This is an optimization exercise on Yosys and OpenROAD, whose aim is small area, a short achievable clock period and few clock cycles, not a production implementation. In this exercise RTL edits were held to simulation tests only and were not proved equivalent to the original. Power figures rest on the tool's default switching activity, not on a simulated workload.

==> flow/design.v <==
module shifter(in,shift,sout);
  input [15:0] in;
  input [1:0] shift;
  output reg [15:0] sout;
  always @(*) begin
    case (shift)
      2'b00: sout = in;
      2'b01: sout = {in[14:0],1'b0};
      2'b10: sout = {1'b0,in[15:1]};
      2'b11: sout = {in[0],in[15:1]};
    endcase
  end
endmodule
module ALU(Ain,Bin,ALUop,out,stat);
  input [15:0] Ain, Bin;
  input [1:0] ALUop;
  output reg [15:0] out;
  output reg [2:0] stat;
  wire aovf, sovf;
  wire [15:0] added, subbed;
  AddSub #(16) Add(Ain,Bin,1'b0,added,aovf);
  AddSub #(16) Sub(Ain,Bin,1'b1,subbed,sovf) ;
  always @(*) begin
    case (ALUop)
      2'b00: out = added;
      2'b01: out = subbed;
      2'b10: out = Ain & Bin;
      2'b11: out = ~Bin;
      default: out = 0;
    endcase
    casex (out)
      16'b0000000000000000: stat[1:0] = 2'b01;  
      16'b1xxxxxxxxxxxxxxx: stat[1:0] = 2'b10;  
      16'b0xxxxxxxxxxxxxxx: stat[1:0] = 2'b00;  
      default: stat[1:0] = 2'b00;
    endcase
    casex ({aovf,sovf})
      2'b00: stat[2] = 1'b0;
      2'b1x: stat[2] = 1'b1;  
      2'bx1: stat[2] = 1'b1;  
      default: stat[2] = 1'b0;
    endcase
  end
endmodule
module AddSub(a,b,sub,s,ovf) ;
  parameter n = 16 ;
  input [n-1:0] a, b ;
  input sub ;            
  output [n-1:0] s ;
  output ovf ;           
  wire c1, c2 ;          
  wire ovf = c1 ^ c2 ;   
  Adder1 #(n-1) ai(a[n-2:0],b[n-2:0]^{n-1{sub}},sub,c1,s[n-2:0]) ;
  Adder1 #(1)   as(a[n-1],b[n-1]^sub,c1,c2,s[n-1]) ;
endmodule
module Adder1(a,b,cin,cout,s) ;
  parameter n = 16 ;
  input [n-1:0] a, b ;
  input cin ;
  output [n-1:0] s ;
  output cout ;
  wire [n-1:0] s;
  wire cout ;
  assign {cout, s} = a + b + cin ;
endmodule 
module regfile(data_in, writenum, write, readnum, clk, data_out);
  input [15:0] data_in;
  input [2:0] writenum, readnum;
  input write, clk;
  output [15:0] data_out;
  wire [7:0] dec_writenum, load;
  wire [15:0] R0, R1, R2, R3, R4, R5, R6, R7;  
  Dec #(3,8) dwn(writenum, dec_writenum);
  assign load = dec_writenum & {8{write}};
  vDFFE #(16) U0(clk, load[0], data_in, R0);
  vDFFE #(16) U1(clk, load[1], data_in, R1);
  vDFFE #(16) U2(clk, load[2], data_in, R2);
  vDFFE #(16) U3(clk, load[3], data_in, R3);
  vDFFE #(16) U4(clk, load[4], data_in, R4);
  vDFFE #(16) U5(clk, load[5], data_in, R5);
  vDFFE #(16) U6(clk, load[6], data_in, R6);
  vDFFE #(16) U7(clk, load[7], data_in, R7);
  Muxb8 #(16) read(R7, R6, R5, R4, R3, R2, R1, R0, readnum, data_out);
endmodule
module vDFFE(clk, load, in, out);
  parameter n = 16;  
  input clk, load ;
  input  [n-1:0] in ;
  output [n-1:0] out ;
  reg    [n-1:0] out ;
  wire   [n-1:0] next_out ;
  assign next_out = load ? in : out;
  always @(posedge clk)
    out <= next_out;  
endmodule
module Muxb8(a7, a6, a5, a4, a3, a2, a1, a0, sb, b);
  parameter k = 16 ;  
  input [k-1:0] a7, a6, a5, a4, a3, a2, a1, a0;  
  input [2:0] sb;  
  output[k-1:0] b;  
  wire  [7:0] s;  
  Dec #(3,8) d(sb,s) ;  
  Mux8 #(16)  m(a7, a6, a5, a4, a3, a2, a1, a0, s, b) ;  
endmodule
module Dec(a, b) ;
  parameter n=3 ;
  parameter m=8 ;
  input  [n-1:0] a ;
  output [m-1:0] b ;
  wire [m-1:0] b = 1 << a ;
endmodule
module Mux8(a7, a6, a5, a4, a3, a2, a1, a0, s, out) ;
  parameter k = 16;  
  input [k-1:0] a0, a1, a2, a3, a4, a5, a6, a7;  
  input [7:0] s;  
  output[k-1:0] out;
  wire [k-1:0] out = ({k{s[0]}} & a0) | ({k{s[1]}} & a1) | ({k{s[2]}} & a2) | ({k{s[3]}} & a3) |
                   ({k{s[4]}} & a4) | ({k{s[5]}} & a5) | ({k{s[6]}} & a6) | ({k{s[7]}} & a7) ;
endmodule
module datapath (clk, readnum , vsel, loada, loadb, shift, asel, bsel, ALUop, loadc, loads, 
                 writenum, write, mdata, sximm8, PC, sximm5, stat_out, C);
  input clk, loada, loadb, asel, bsel, loadc, loads, write;
  input [1:0] shift, ALUop, vsel;
  input [2:0] readnum, writenum;
  wire [15:0] data_in, data_out, Aout, Bout, sout, Ain, Bin, out;
  input [15:0] mdata, sximm8, sximm5;
  input [8:0] PC;
  output [15:0] C;
  output [2:0] stat_out;
  wire [2:0] stat;
  wire [15:0] exPC = {7'b0,PC};
  Muxb4 #(16) muxv(mdata, sximm8, exPC, C, vsel, data_in);
  regfile REGFILE(data_in, writenum, write, readnum, clk, data_out);
  vDFFE #(16) A(clk, loada, data_out, Aout);
  vDFFE #(16) B(clk, loadb, data_out, Bout);
  shifter shifter(Bout, shift, sout);
  Muxb2 #(16) muxa(16'b0000000000000000, Aout, asel, Ain);
  Muxb2 #(16) muxb(sximm5, sout, bsel, Bin);
  ALU alu(Ain,Bin,ALUop,out,stat);
  vDFFE #(3) status(clk, loads, stat, stat_out);
  vDFFE #(16) regC(clk, loadc, out, C);
endmodule
module Muxb2(a1, a0, sb, b);
  parameter k = 16;  
  input [k-1:0] a0, a1;  
  input sb;  
  output[k-1:0] b;
  wire  [1:0] s;
  Dec #(1,2) d2(sb,s);  
  Mux2 #(k) m2(a1, a0, s, b);  
endmodule
module Mux2(a1, a0, s, out) ;
  parameter k = 16;  
  input [k-1:0] a0, a1;  
  input [1:0] s;  
  output[k-1:0] out;
  wire [k-1:0] out = ({k{s[0]}} & a0) | ({k{s[1]}} & a1);
endmodule
module Muxb4(a3, a2, a1, a0, sb, b);
  parameter k = 16 ;  
  input [k-1:0] a3, a2, a1, a0;  
  input [1:0] sb;  
  output[k-1:0] b;  
  wire  [3:0] s;  
  Dec #(2,4) d(sb,s) ;  
  Mux4 #(16) m(a3, a2, a1, a0, s, b) ;  
endmodule
module Mux4(a3, a2, a1, a0, s, out) ;
  parameter k = 16;  
  input [k-1:0] a0, a1, a2, a3;  
  input [3:0] s;  
  output[k-1:0] out;
  wire [k-1:0] out = ({k{s[0]}} & a0) | ({k{s[1]}} & a1) | ({k{s[2]}} & a2) | ({k{s[3]}} & a3);
endmodule
module cpu(clk,reset,read_data,out,N,V,Z,w,mem_addr,mem_cmd, PC, state);
  input [15:0] read_data;  
  input clk, reset;
  output [15:0] out;
  output N, V, Z, w;
  output [8:0] mem_addr;  
  output [1:0] mem_cmd;  
  output [4:0] state;  
  wire [15:0] irout;
  wire [15:0] sximm5, sximm8;
  wire [2:0] opcode, readnum, writenum;
  wire [1:0] op, ALUop, shift;
  wire [2:0] Bcond;
  wire [2:0] nsel;  
  wire [1:0] vsel;  
  wire loada, loadb, asel, bsel, loadc, loads, write;
  wire load_ir;
  wire [15:0] datapath_out;
  output wire [8:0] PC;  
  wire [2:0] stat_out;  
  wire [8:0] new_pc;
  wire [2:0] pc_select;  
  wire [8:0] pc_addOne = PC + 1'b1;  
  wire [8:0] pc_addI = PC + 1'b1 + sximm8;  
  wire [8:0] pc_addImm;
  wire [8:0] BL_register;
  wire load_BL;
  Mux3 #(9) muxpc({BL_register}, pc_addImm, pc_addOne, pc_select, new_pc);  
  vDFFE #(9) BL_Rd(clk, load_BL, PC, BL_register);
  wire reset_pc, load_pc, addr_sel, load_addr;  
  wire [8:0] data_address;  
  wire [8:0] next_pc = reset_pc ? 9'b0 : new_pc;  
  assign mem_addr = addr_sel ? PC : data_address;  
  vDFFE #(16) IR(clk, load_ir, read_data, irout);  
  vDFFE #(9) PCR(clk, load_pc, next_pc, PC);  
  vDFFE #(9) DAR(clk, load_addr, datapath_out[8:0], data_address);  
  vDFFE #(9) PCI(clk, load_pc, pc_addI, pc_addImm);  
  instruction_decoder ID(irout, nsel, opcode, op, ALUop, sximm5, sximm8, shift, readnum, writenum, Bcond);
  state_machine FSM(clk, reset, opcode, op, vsel, loada, loadb, asel, bsel, loadc, loads, write, nsel, w,
                   load_ir, load_pc, load_addr, addr_sel, reset_pc, mem_cmd, state,
		   pc_select, Bcond, stat_out, load_BL);  
  datapath DP(clk, readnum , vsel, loada, loadb, shift, asel, bsel, ALUop, loadc, loads,
              writenum, write, read_data, sximm8, PC, sximm5, stat_out, datapath_out);  
  assign Z = stat_out[0];  
  assign N = stat_out[1];  
  assign V = stat_out[2];  
  assign out = datapath_out;
endmodule
module instruction_decoder (irout, nsel, opcode, op, ALUop, sximm5, sximm8, shift, readnum, writenum, Bcond);
  input [15:0] irout;
  input [2:0] nsel;
  output [15:0] sximm5, sximm8;
  output [2:0] opcode, readnum, writenum;
  output [1:0] op, ALUop;
  output reg [1:0] shift;
  output [2:0] Bcond;
  wire [7:0] imm8 = irout[7:0];
  wire [4:0] imm5 = irout [4:0];
  wire [2:0] Rn = irout[10:8];
  wire [2:0] Rd = irout[7:5];
  wire [2:0] Rm = irout[2:0];
  Mux3 #(3) muxn(Rn, Rd, Rm, nsel, writenum);
  assign Bcond = Rn;
  assign opcode = irout[15:13];
  assign op = irout[12:11];
  assign ALUop = irout[12:11];
  assign sximm5 = {{11{imm5[4]}}, imm5};
  assign sximm8 = {{8{imm8[7]}},imm8};
  always @(*) begin
    if (({opcode,op} == 5'b01100) | ({opcode,op} == 5'b10000)) shift = 2'b00;
    else shift = irout[4:3];
  end
  assign readnum = writenum;
endmodule
module state_machine(clk, reset, opcode, op, vsel, loada, loadb, asel, bsel, loadc, loads, write, nsel, w,
                     load_ir, load_pc, load_addr, addr_sel, reset_pc, mem_cmd, p,
		     pc_select, Bcond, stat_out, load_BL);  
  input [2:0] opcode;
  input [1:0] op;
  input clk, reset;
  input [2:0] Bcond;
  input [2:0] stat_out;
  output reg [2:0] nsel;  
  output reg [1:0] vsel;  
  output reg loada, loadb, asel, bsel, loadc, loads, write;
  output reg w;
  output [4:0] p;
  output reg [1:0] mem_cmd;
  output reg load_ir, load_pc, load_addr, addr_sel, reset_pc;
  output reg [2:0] pc_select;
  output reg load_BL;
  reg [4:0] p, next_state;
  always @(posedge clk) begin
    if (reset) begin
                  next_state = 5'b00000;
                  reset_pc <= 1'b1;
                  load_pc <= 1'b1;
                  vsel <= 2'b00;
                  loada <= 1'b0;
                  loadb <= 1'b0;
                  asel <= 1'b0;
                  bsel <= 1'b0;
                  loadc <= 1'b0;
                  loads <= 1'b0;
                  write <= 1'b0;
                  nsel <= 3'b000;
                  w <= 1'b1;
                  mem_cmd <= 2'b00;
                  load_ir <= 1'b0;
                  load_addr <= 1'b0;
                  addr_sel <= 1'b0;
                  pc_select <= 3'b001;
                  load_BL <= 1'b0;
                end
    else begin
      case (p)
	5'b00000: begin
		  next_state = 5'b00001;
                  vsel <= 2'b00;
                  loada <= 1'b0;
                  loadb <= 1'b0;
                  asel <= 1'b0;
                  bsel <= 1'b0;
                  loadc <= 1'b0;
                  loads <= 1'b0;
                  write <= 1'b0;
                  nsel <= 3'b000;
                  w <= 1'b1;
		  mem_cmd <= 2'b00;
		  load_ir <= 1'b0;
		  load_addr <= 1'b0;
		  addr_sel <= 1'b0;
		  pc_select <= 3'b001;
		end
        5'b00001: begin
                next_state = 5'b00010;
                reset_pc <= 1'b0;
                load_pc <= 1'b0;
                addr_sel <= 1'b1;
                mem_cmd <= 2'b10;  
                vsel <= 2'b00;
                loada <= 1'b0;
                loadb <= 1'b0;
                asel <= 1'b0;
                bsel <= 1'b0;
                loads <= 1'b0;
                write <= 1'b0;
                nsel <= 3'b000;
                w <= 1'b1;
		pc_select <= 3'b001;
              end
        5'b00010: begin
                next_state = 5'b00011;
                load_ir <= 1'b1;
              end
        5'b00011: begin
                     next_state = 5'b00100;
                     load_ir <= 1'b0;
                     addr_sel <= 1'b0;
                     mem_cmd <= 2'b00;
                     load_pc <= 1'b1;
                   end
        5'b00100: begin
                   load_pc <= 1'b0;
                   w <= 1'b0;
                   if ({opcode,op} == 5'b11010) begin  
                     next_state = 5'b00101;
		     pc_select <= 3'b001;
                   end
                   else if (({opcode,op} == 5'b11000) | ({opcode,op} == 5'b10111)) begin  
                     next_state = 5'b00111;
		     pc_select <= 3'b001;
                   end
                   else if ({opcode,op} == 5'b11100) begin
		     next_state = 5'b10011;
		     pc_select <= 3'b001;
		   end
		   else if({opcode, op, Bcond} == 8'b00100000 |					 
	   		   {opcode, op, Bcond} == 8'b00100001 & stat_out[0] == 1 |		 
	   		   {opcode, op, Bcond} == 8'b00100010 & stat_out[0] == 0 |		 
	  		   {opcode, op, Bcond} == 8'b00100011 & stat_out[1] !== stat_out[2] |	 
	  		   {opcode, op, Bcond} == 8'b00100100 & stat_out[1] !== stat_out[2] |	 
	   		   {opcode, op, Bcond} == 8'b00100100 & stat_out[0] == 1) begin		 
			     pc_select <= 3'b010;
			     next_state = 5'b10100;
		   end
		   else if({opcode, op} == 5'b00100) begin	 
			   pc_select <= 3'b001;
			   next_state = 5'b00001;
		   end
		   else if({opcode, op} == 5'b01011 | {opcode, op} == 5'b01010) begin	 
			   next_state = 5'b10010;
		   end
		   else if({opcode, op} == 5'b01000) begin	 
			   pc_select <= 3'b100;
			   nsel <= 3'b010;
			   next_state = 5'b10100;
		   end
		   else begin  
			   next_state = 5'b00110;
		   end
                 end
	5'b10100: begin
		  next_state = 5'b00001;
		  load_BL <= 1'b0;
		  load_pc <= 1'b1;
		  write <= 1'b0;
	    end
	5'b10110: begin
		write <= 1'b1;
		load_BL <= 1'b1;
		pc_select <= 3'b010;
		if({op, opcode} == 01010) next_state = 5'b10111;
		else next_state = 5'b10100;
	       end
	5'b10111: begin
		write <= 1'b0;
		load_BL <= 1'b0;
		pc_select <= 3'b100;
		nsel <= 3'b010;
		next_state = 5'b10100;
	      end
        5'b10011: next_state = 5'b10011;
        5'b00101: begin
                     nsel <= 3'b100;  
                     vsel <= 2'b10;  
                     write <= 1'b1;
                     next_state = 5'b00001;
                  end
        5'b00110: begin
                 nsel <= 3'b100;  
                 loada <= 1'b1;
                 next_state = 5'b00111;
               end
        5'b00111: begin
                 nsel <= 3'b001;  
                 loada <= 1'b0;
                 loadb <= 1'b1;
                 if ({opcode,op} == 5'b10100) begin  
                   next_state = 5'b01001;
                 end
                 else if ({opcode,op} == 5'b10101) begin  
                   next_state = 5'b01010;
                 end
                 else if ({opcode,op} == 5'b10110) begin  
                   next_state = 5'b01011;
                 end
                 else if ({opcode,op} == 5'b10111) begin  
                   next_state = 5'b01100;
                 end
                 else if ({opcode,op} == 5'b11000) begin  
                   next_state = 5'b01000;
                 end
                 else if ({opcode,op} == 5'b01100) begin
                   next_state = 5'b01001;
                 end
                 else if ({opcode,op} == 5'b10000) begin
                   next_state = 5'b01001;
                 end
               end
        5'b01001: begin
                if ({opcode,op} == 5'b01100) begin  
                  asel <= 1'b0;  
                  bsel <= 1'b1;  
                  loadb <= 1'b0;
                  loadc <= 1'b1;  
                  next_state = 5'b01101;
                end
                else if ({opcode,op} == 5'b10000) begin  
                  asel <= 1'b0;  
                  bsel <= 1'b1;  
                  loadb <= 1'b0;
                  loadc <= 1'b1;
                  next_state = 5'b01101;
                end
                else begin  
                  asel <= 1'b0;  
                  bsel <= 1'b0;  
                  loadb <= 1'b0;
                  loadc <= 1'b1;
                  next_state = 5'b10010;
                end
              end
        5'b01101: begin
                     load_addr <= 1'b1;  
                     addr_sel <= 1'b0;  
                     loadc <= 1'b0;
                     if({opcode, op} == 5'b01100) next_state = 5'b01110;
                     else if({opcode, op} == 5'b10000) next_state = 5'b01111;
                   end
        5'b01010: begin
                asel <= 1'b0;  
                bsel <= 1'b0;  
                loadb <= 1'b0;
                loadc <= 1'b1;
                loads <= 1'b1;  
                next_state = 5'b10010;
              end
        5'b01011: begin
                asel <= 1'b0;  
                bsel <= 1'b0;  
                loadb <= 1'b0;
                loadc <= 1'b1;
                next_state = 5'b10010;
              end
        5'b01100: begin
                asel <= 1'b1;  
                bsel <= 1'b0;  
                loadb <= 1'b0;
                loadc <= 1'b1;
                next_state = 5'b10010;
              end
        5'b01000: begin
                  asel <= 1'b1;  
                  bsel <= 1'b0;  
                  loadb <= 1'b0;
                  loadc <= 1'b1;
                  next_state = 5'b10010;
                end
        5'b01110: begin
                mem_cmd <= 2'b10;
                load_addr <= 1'b0;
                next_state = 5'b10010;
              end
        5'b01111: begin
                load_addr <= 1'b0;
                nsel <= 3'b010;  
                loadb <= 1'b1;
                next_state = 5'b10000;
              end
        5'b10000: begin
                 asel <= 1'b1;
                 bsel <= 1'b0;
                 loadb <= 1'b0;
                 loadc <= 1'b1;
                 next_state = 5'b10001;
               end
        5'b10001: begin
                 mem_cmd <= 2'b01;
                 next_state = 5'b00001;
               end
        5'b10010: begin
                     if ({opcode,op} == 5'b01100) begin
                       nsel <= 3'b010;  
                       vsel <= 2'b11;  
                       write <= 1'b1;
                       next_state = 5'b00001;
                     end
		     else if({opcode, op} == 5'b10101) begin
			write <= 1'b0;
			next_state = 5'b00001;
		     end
		     else if({opcode, op} == 5'b01011 | {opcode, op} == 5'b01010) begin	 
			   write <= 1'b1;
			   vsel <= 2'b01;
			   nsel <= 3'b100;
			   next_state = 5'b10110;
		     end
                     else begin
                       nsel <= 3'b010;  
                       vsel <= 2'b00;  
                       write <= 1'b1;
                       next_state = 5'b00001;
                     end
                   end
         default: begin
                  p <= 5'b00001;
                  next_state = 5'b00001;
                  end
      endcase
    end
    p <= next_state;
  end
endmodule
module Mux3(a2, a1, a0, s, out) ;
  parameter k = 16;  
  input [k-1:0] a0, a1, a2;  
  input [2:0] s;  
  output[k-1:0] out;
  wire [k-1:0] out = ({k{s[0]}} & a0) | ({k{s[1]}} & a1) | ({k{s[2]}} & a2);
endmodule
module rsm_cpu(clk, reset, mem_rdata, mem_cmd, mem_addr, mem_wdata, halted);
  input clk, reset;
  input [15:0] mem_rdata;
  output [1:0] mem_cmd;
  output [8:0] mem_addr;
  output [15:0] mem_wdata;
  output halted;
  wire N, V, Z, w;
  wire [8:0] PC;
  wire [4:0] present_state;
  cpu CPU(clk, reset, mem_rdata, mem_wdata, N, V, Z, w, mem_addr, mem_cmd, PC, present_state);
  assign halted = (present_state == 5'b10011);
endmodule
==> flow/run.sh <==
#!/bin/bash
# synth_recipe.tcl (not shown) runs the flow's synth.tcl, then flattens the netlist and writes it again
# the make line also repeats each setting of config.mk as NAME=value (left out here)
make -C /OpenROAD-flow-scripts/flow DESIGN_CONFIG=/design/flow/config.mk WORK_HOME=/design/flow/orfs CLKGATE_MAP_FILE= SYNTH_SCRIPT=/design/flow/synth_recipe.tcl finish
==> flow/config.mk <==
export PLATFORM = sky130hd
export DESIGN_NAME = rsm_cpu
export DESIGN_NICKNAME = rsm_cpu
export VERILOG_FILES = /design/flow/design.v
export SDC_FILE = /design/flow/constraint.sdc
export NUM_CORES = 4
export LEC_CHECK = 0
export CAP_MARGIN = 20
export CORE_MARGIN = 2
export CORE_UTILIZATION = 40
export SLEW_MARGIN = 20
==> flow/constraint.sdc <==
create_clock -name core_clock -period 8.0 [get_ports {clk}]
set_input_delay 1.6000 -clock core_clock [delete_from_list [all_inputs] [get_ports {clk}]]
set_output_delay 1.6000 -clock core_clock [all_outputs]
set_load 0.01 [all_outputs]
==> flow_metrics.tcl <==
set metrics [dict create \
    outcome "complete, no violations" \
    postCtsHoldBufs 0 \
    rows 67 \
    worst_slew_pin_slew_ns 1.14 \
    slowest_stage "edfxtp_1" \
    drive_gt1_frac 0.0707 \
    cp_slowest_stage_delay_ns 0.56 \
    ys_top_cells_by_area "edfxtp_1, dfxtp_1, ha_1" \
    ir_drop_v 0.000203 \
    cts.sinks 259 \
    min-delay-start "CPU.FSM.mem_cmd[1]$_SDFFE_PP0P_" \
    cp-startpoint "CPU.IR.out[13]$_DFFE_PP_" \
    synth_top_area_cell "edfxtp_1" \
    min_period_over_period 0.752 \
    nets 1287 \
    worstPathCellList "or3b_4 -> a21o_1 -> and3_1 -> a21o_1 -> o31ai_1 -> ha_1 -> nor2_1 -> a211o_1 -> o211a_1 -> o41ai_1 -> o31ai_1 -> a21o_1 -> a21oi_1 -> fa_1 -> mux2_2 -> o221ai_1 -> nand4bb_1 -> nor4_2" \
    h-tree-depth 1 \
    cp_num_buf_inv 0 \
    critPathLaunchType "register" \
    grt_pass1_wl_um 59300 \
    firstDrtPassIters 5 \
    die_w_um 187 \
    path_clk_slew_ns 0.07 \
    core_area_mm2 0.0334 \
    syn_inst 1213 \
    hpwl_um 27100 \
    drt_iter0_markers 1218 \
    die-area_mm2 0.0351 \
    finalHoldViolCount 0 \
    grt_use_total 0.220 \
    syn_area_mm2 0.0135 \
    root_buffer "clkbuf_16" \
    area_delta_synth_final_pct 12.3 \
    cap_violations 0 \
    remaining_drc_errors 0 \
    crit_type "register to register" \
    io-pin-count 46 \
    slew_violations 0 \
    cts_made_buffers 27 \
    post_cts_buffers 0 \
    powerDensity_mw_per_mm2 195 \
    reg2reg_from "CPU.IR.out[13]$_DFFE_PP_" \
    rrSetupSlack_ns 1.99 \
    start_util 0.403 \
    fp.dieH_um 187 \
    ys_seq_area_frac 0.557 \
    synthArstFlopShare 0 \
    cpMostUsedCell "a21o_1" \
    worstPathMaxFanout 23 \
    vias 10100 \
    ys_seq_elements 259 \
    syn_area_per_cell_um2 11.1 \
    yosys_warnings 7 \
    clock_latency_ns 0.56 \
    ant_nets 0 \
    setup_tns_ns 0 \
    numPlacedInstances 1643 \
    io_buffers 45 \
    grt_max_degree 72 \
    min_delay_path_depth 2 \
    routed_wl_um 39600 \
    timing.slew.headroom 0.237 \
    max_freq_ghz 0.166 \
    synth.distinct_cells 75 \
    yosys_most_used_dff "edfxtp_1" \
    cts_tree "built" \
    r2r-end "CPU.DP.status.out[0]$_DFFE_PP_" \
    worstHoldEndpoint "CPU.FSM.mem_cmd[1]$_SDFFE_PP0P_" \
    critical-path-top-delay-family "compound AO/OA/AOI/OAI gates" \
    rsz0062_at_grt "no" \
    synth_edf_count 231 \
    required_ns 8.29 \
    synth_top_area_frac 0.515 \
    wire_per_inst_um 23.3 \
    place_congestion 0.915 \
    vias_per_cell 5.96 \
    finClkSkew_ns 0.0143 \
    crit_path_end_kind "register" \
    grt_pass1_vias 9649 \
    antenna_found_initial 1 \
    reg2reg_depth 18 \
    worstPathArrival_ns 6.30 \
    cts_resized 0 \
    overflow 0 \
    setup_viol 0 \
    fin_cells 1698 \
    fin_crit_ns 6.01 \
    worst_hold_path_type "register to register" \
    syn_nets 1276 \
    cts.path.max_buffers 3 \
    cellLeakagePower_nw 5.22 \
]
## Yosys cell counts (22+ instances only)
library cell,count
edfxtp_1,231
nand2_1,106
nor2_1,93
a21oi_1,76
o21ai_0,74
clkbuf_1,58
inv_1,49
a22oi_1,44
ha_1,40
nor2b_1,31
nand3_1,30
dfxtp_1,28
nor3_1,28
a31oi_1,22
## cells in the final DEF, fill, tap and decap left out, types with 8 or more instances in the layout
master / netlist / final
a21oi_1: 76 / 76
ha_1: 40 / 40
o21ai_0: 74 / 73
o21bai_1: 10 / 10
mux4_2: 10 / 10
a222oi_1: 13 / 13
o31ai_1: 8 / 8
clkdlybuf4s50_1: 0 / 45
nor3_1: 28 / 26
edfxtp_1: 231 / 231
nor2_1: 93 / 93
a31oi_1: 22 / 22
nor2b_1: 31 / 31
and2_1: 12 / 12
dfxtp_1: 28 / 28
inv_1: 49 / 49
xnor2_1: 19 / 19
xor2_1: 13 / 13
buf_4: 0 / 14
nand4_1: 14 / 14
nand2_1: 106 / 106
mux2i_1: 9 / 9
and3_1: 11 / 11
o211ai_1: 8 / 8
clkbuf_16: 0 / 27
mux2_2: 10 / 10
a22oi_1: 44 / 44
a221oi_1: 8 / 8
nand3_1: 30 / 30
a21o_1: 11 / 11
nand2b_1: 19 / 19
## registers in the layout, indices dropped and copies added (netlist names), 5 cells and up
name                   count
CPU.DP.A.out              16
CPU.DP.B.out              16
CPU.DP.REGFILE.U0.out     16
CPU.DP.REGFILE.U1.out     16
CPU.DP.REGFILE.U2.out     16
CPU.DP.REGFILE.U3.out     16
CPU.DP.REGFILE.U4.out     16
CPU.DP.REGFILE.U5.out     16
CPU.DP.REGFILE.U6.out     16
CPU.DP.REGFILE.U7.out     16
CPU.DP.regC.out           16
CPU.IR.out                16
CPU.BL_Rd.out              9
CPU.DAR.out                9
CPU.PCI.out                9
CPU.PCR.out                9
CPU.FSM.p                  5
## how the worst max path moves through the flow
stage | to | slack, ns | depth (start not counted)
floorplan | CPU.DP.status.out[0]$_DFFE_PP_ | 2.87 | 22
global placement | CPU.DP.status.out[0]$_DFFE_PP_ | 2.23 | 18
detailed placement | CPU.DP.status.out[0]$_DFFE_PP_ | 2.07 | 18
CTS | CPU.DP.status.out[0]$_DFFE_PP_ | 2.05 | 18
global route | CPU.DP.status.out[0]$_DFFE_PP_ | 1.66 | 19
finish | CPU.DP.status.out[0]$_DFFE_PP_ | 1.99 | 18
## worst register-to-register path, stage by stage (launching register included)
cell and delay [ns]:
edfxtp_1 0.56, or3b_4 0.49, a21o_1 0.46, and3_1 0.33, a21o_1 0.15, o31ai_1 0.28
ha_1 0.37, nor2_1 0.11, a211o_1 0.34, o211a_1 0.25, o41ai_1 0.54, o31ai_1 0.15
a21o_1 0.20, a21oi_1 0.25, fa_1 0.47, mux2_2 0.27, o221ai_1 0.25, nand4bb_1 0.21
nor4_2 0.06
## where the power goes
group          internal, mW  switching (mW)  total, mW
clock                 0.659           0.542       1.20
combinational        0.0870           0.113      0.200
sequential             1.50          0.0484       1.55
## per-stage QoR
step	setup slack (ns)	total power [mW]	instance area (um2)	hold slack, ns	util
after floorplan	2.87	1.70	13500	0.472	-
after CTS	2.05	2.96	15100	0.497	0.453
after global routing	1.66	3.04	15100	0.507	0.453
after global placement	2.23	1.77	14300	0.469	0.428
final	1.99	2.95	15100	0.496	0.453
after detailed placement	2.07	1.78	14300	0.483	0.428
## layout make-up
class                           count  area [um2]
Clock inverter                     17         131
Fill cell                        3146       18200
Timing Repair Buffer               59         556
Sequential cell                   259        7500
Multi-Input combinational cell    828        5480
Antenna cell                        5        12.5
Tap cell                          448         561
Clock buffer                       33         698
Inverter                           49         184
## metal layers
metal | global-route usage | vias to the layer above | share of wire
met2 | 0.351 | 445 | 0.46
met3 | 0.0328 | 89 | 0.074
li1 | - | 4623 | -
met4 | 0.0790 | 2 | 0.037
met5 | 0 | - | 0.00028
met1 | 0.307 | 4953 | 0.43
## cell families (layout without fill, tap and decap cells)
kind of cell,count (synthesis),after routing,share of synthesized area
AO/OA/AOI/OAI,341,341,0.170
XOR/XNOR,32,32,0.0208
adder cells (fa/ha/maj),45,45,0.0446
buffers and inverters,126,158,0.0367
flip-flops,259,259,0.557
multiplexers,29,29,0.0318
other,0,5,0
AND/OR/NAND/NOR,381,381,0.140
Testbench counts, summed over its fixed seeds: cycles 421,003.

-- separate check: timing with driven ports --
In the flow no input, the clock included, has a driving cell. The finished layout below was timed again as built, in two steps. Step 1 sets driving cells, clkbuf_16 on the clock port and buf_2 on the other inputs (assumed; they add their load-dependent delay and slew). Step 2 also shifts input and output timing later by t, the mid clock arrival at the registers, as if the neighbouring blocks saw the same clock. Slacks: ideal ports / drivers / drivers and shift; pairs: ideal ports / drivers.
shift t [ns]: 0.600
setup WS [ns]: 1.986 / 1.986 / 1.986
clock arrival spread, ns: 0.014 / 0.014
worst register clock-pin slew, ns: 0.07 / 0.07
worst slew at a driven data input, ns: 0.04
After both steps this run still meets setup and hold. For this run, drivers alone change the setup slack by 0.000 ns; drivers and shift together by 0.000 ns.
